This design comes from an exercise in tuning for small area, a short achievable clock period and few clock cycles on the open sky130 flow, not from production work.
In this exercise RTL edits were held to simulation tests only and were not proved equivalent to the original.
No activity file was given, so power comes from the tool's default toggle rates.

== lane 1 ==
## core
module core (
    input   logic         clk_i,
    input   logic         rstn_i,
    output  logic [31:0]  imem_addr_o,
    input   logic [31:0]  imem_rdata_i,
    output  logic [31:0]  dmem_addr_o,
    output  logic [3:0]   dmem_we_o,
    output  logic [31:0]  dmem_wdata_o,
    input   logic [31:0]  dmem_rdata_i,
    output  logic [31:0]  reg_o
  );
Settings: LEC_CHECK=0, CAP_MARGIN=20, CELL_PAD_IN_SITES_DETAIL_PLACEMENT=1, CELL_PAD_IN_SITES_GLOBAL_PLACEMENT=2, CORE_MARGIN=2, CORE_UTILIZATION=50, CTS_CLUSTER_DIAMETER=70, CTS_CLUSTER_SIZE=26, PLACE_DENSITY=0.65, SETUP_SLACK_MARGIN=5.0, SLEW_MARGIN=20; clock period 11.0 ns.
run.sh (not shown) runs the stock make flow with config.mk's settings and CLKGATE_MAP_FILE= SYNTH_SCRIPT=/design/flow/synth_recipe.tcl, a recipe that flattens the netlist after the stock synthesis.
Lane 1 reached the final stage; the timing, DRC and antenna checks on its layout passed.
Testbench counts of lane 1, summed over its fixed seeds: cycles 335,727.
diff inputs: lane 1 => lane 2
--- a/flow/design.v
+++ b/flow/design.v
@@ -145,41 +145,37 @@
   assign is_branch = (op == OP_BRANCH);
   assign is_load   = (op == OP_LOAD);
   assign is_store  = (op == OP_STORE);
   assign is_alui   = (op == OP_ALUI);
   assign is_alu    = (op == OP_ALU);
   assign uses_rs1  = is_jalr | is_branch | is_load | is_store | is_alui | is_alu;
   assign uses_rs2  = is_branch | is_store | is_alu;
   assign writes_rd = (is_lui | is_auipc | is_jal | is_jalr | is_load | is_alui | is_alu) &&
                      (rd != 5'd0);
   assign stall = d_valid && ex_load && ex_we &&
                  ((uses_rs1 && rs1 == ex_rd) || (uses_rs2 && rs2 == ex_rd));
   assign go    = d_valid && !stall && !redirect;
-  logic [31:0] rf1, rf2;
-  always_comb begin
-    rf1 = 32'd0;
-    rf2 = 32'd0;
+  logic        hx1, hw1, hx2, hw2;
+  logic [31:0] r1, r2;
+  assign hx1 = ex_we && rs1 == ex_rd;
+  assign hw1 = wb_we && rs1 == wb_rd && !hx1;
+  assign hx2 = ex_we && rs2 == ex_rd;
+  assign hw2 = wb_we && rs2 == wb_rd && !hx2;
+  always_comb begin
+    r1 = ({32{hx1}} & ex_res) | ({32{hw1}} & wb_data);
+    r2 = ({32{hx2}} & ex_res) | ({32{hw2}} & wb_data);
     for (int i = 1; i < 32; i++) begin
-      rf1 = rf1 | ({32{rf_v[i] && rs1 == 5'(i)}} & rf_q[i]);
-      rf2 = rf2 | ({32{rf_v[i] && rs2 == 5'(i)}} & rf_q[i]);
-    end
-  end
-  logic [31:0] r1, r2;
-  always_comb begin
-    if (ex_we && rs1 == ex_rd)      r1 = ex_res;
-    else if (wb_we && rs1 == wb_rd) r1 = wb_data;
-    else                            r1 = rf1;
-    if (ex_we && rs2 == ex_rd)      r2 = ex_res;
-    else if (wb_we && rs2 == wb_rd) r2 = wb_data;
-    else                            r2 = rf2;
+      r1 = r1 | ({32{rf_v[i] && rs1 == 5'(i) && !hx1 && !hw1}} & rf_q[i]);
+      r2 = r2 | ({32{rf_v[i] && rs2 == 5'(i) && !hx2 && !hw2}} & rf_q[i]);
+    end
   end
   logic [31:0] imm_i, imm_s, imm_b, imm_u, imm_j, imm;
   assign imm_i = {{20{inst[31]}}, inst[31:20]};
   assign imm_s = {{20{inst[31]}}, inst[31:25], inst[11:7]};
   assign imm_b = {{19{inst[31]}}, inst[31], inst[7], inst[30:25], inst[11:8], 1'b0};
   assign imm_u = {inst[31:12], 12'd0};
   assign imm_j = {{11{inst[31]}}, inst[31], inst[19:12], inst[20], inst[30:21], 1'b0};
   always_comb begin
     if (is_store)                imm = imm_s;
     else if (is_lui || is_auipc) imm = imm_u;
     else                         imm = imm_i;
   end
@@ -205,32 +201,33 @@
   assign add = !(slt || sltu || xor_ || or_ || and_ || sr || sl || is_jalr);
   logic br_eq, br_ne, br_lt, br_ge, scmp;
   assign br_eq = is_branch && f3[2:1] == 2'b00 && !f3[0];
   assign br_ne = is_branch && f3[2:1] == 2'b00 &&  f3[0];
   assign br_lt = is_branch && f3[2] && !f3[0];
   assign br_ge = is_branch && f3[2] &&  f3[0];
   assign scmp  = slt || (is_branch && f3[2] && !f3[1]);
   logic        inv;
   logic [31:2] pc_tgt;
   logic [31:0] a_n, b_n, c_n;
   assign inv    = sub || slt || sltu || is_branch;
   assign pc_tgt = pc_d + (is_jal ? imm_j[31:2] : imm_b[31:2]);
-  always_comb begin
-    if (is_lui)                   a_n = 32'd0;
-    else if (is_auipc || is_jal)  a_n = {pc_d, 2'b00};
-    else                          a_n = r1;
+  logic use_pc, use_r1, use_r2, use_imm;
+  assign use_pc  = is_auipc || is_jal;
+  assign use_r1  = !(is_lui || use_pc);
+  assign use_r2  = is_alu || is_branch;
+  assign use_imm = !(use_r2 || is_jal);
+  always_comb begin
+    a_n = ({32{use_pc}} & {pc_d, 2'b00}) | ({32{use_r1}} & r1);
     a_n[31] = a_n[31] ^ scmp;
-    if (is_jal)                   b_n = 32'd4;
-    else if (is_alu || is_branch) b_n = r2 ^ {32{inv}};
-    else                          b_n = imm ^ {32{inv}};
+    b_n = (({32{use_r2}} & r2) | ({32{use_imm}} & imm) | {29'd0, is_jal, 2'b00}) ^ {32{inv}};
     b_n[31] = b_n[31] ^ scmp;
     if (is_store)                 c_n = r2;
     else if (is_jalr)             c_n = {pc_seq, 2'b00};
     else                          c_n = {pc_tgt, 2'b00};
   end
   logic [31:2] fa;
   always_comb begin
     if (taken)                         fa = ex_c[31:2];
     else if (ex_jalr)                  fa = sum[31:2];
     else                               fa = pc_seq;
   end
   assign imem_addr_o = {fa, 2'b00};
--- outcome ---
Between lane 1 and lane 2, the difference in final clock period utilization by the worst path is negligible. Measured against each other, lane 1 and lane 2 differ in via count of the routed design, the higher figure coming from lane 1. Between lane 1 and lane 2, the difference in sequential power is negligible. Lane 2 against lane 1: synthesis-to-layout area growth now sits higher, fraction of layout instances using a drive strength above 1 saw an increase. Side by side, logic gate share of total power turned out lower in lane 2 than in lane 1. The run with more routed wire is lane 1, not lane 2. The number of global-route vias before repair of lane 2 falls short of that of lane 1 by 1454. Count of instances resized after the clock tree is built (higher): lane 1. Compared with lane 1, lane 2 shows a net switching power that is about 2.7% lower. The worst setup path endpoint comes out imem_addr_o[28] in one run and imem_addr_o[27] in the other, namely in lane 2 and lane 1 respectively. Lane 2 has effective utilization at floorplan above what lane 1 had. Diff lane 1 -> lane 2 | combinational power | down by a little under 10%.
Testbench counts of lane 2, summed over its fixed seeds: cycles 335,727.

==> afterwards: timing with drivers on the ports <==
Ports are ideal in the flow. The routed layouts listed here were re-timed in OpenROAD.
Step 1 (the two cells are an assumption about what drives the block):
set clk [get_ports {clk_i}]
set_driving_cell -lib_cell sky130_fd_sc_hd__clkbuf_16 $clk
set_driving_cell -lib_cell sky130_fd_sc_hd__buf_2 [delete_from_list [all_inputs] $clk]
Step 2, shift: input delay + t, output delay - t, t = (earliest + latest rising clock arrival at the registers) / 2. This alone moves slack from input paths to output paths.
Three values: ideal ports, drivers, drivers and shift; two values: the first two.
run | t, ns | setup WS [ns] | hold WS [ns] | latest minus earliest clock arrival (ns) | slew at the worst register clock pin (ns)
lane 1 | 0.839 | 4.681 / 4.594 / 3.945 | 0.355 / 0.355 / 0.355 | 0.067 / 0.066 | 0.11 / 0.11
lane 2 | 0.859 | 4.679 / 4.581 / 4.117 | 0.390 / 0.390 / 0.390 | 0.111 / 0.110 | 0.11 / 0.11
After both steps every run listed still meets setup and hold. For lane 1, which loses most, drivers alone change the setup slack by -0.087 ns; drivers and shift together by -0.736 ns.
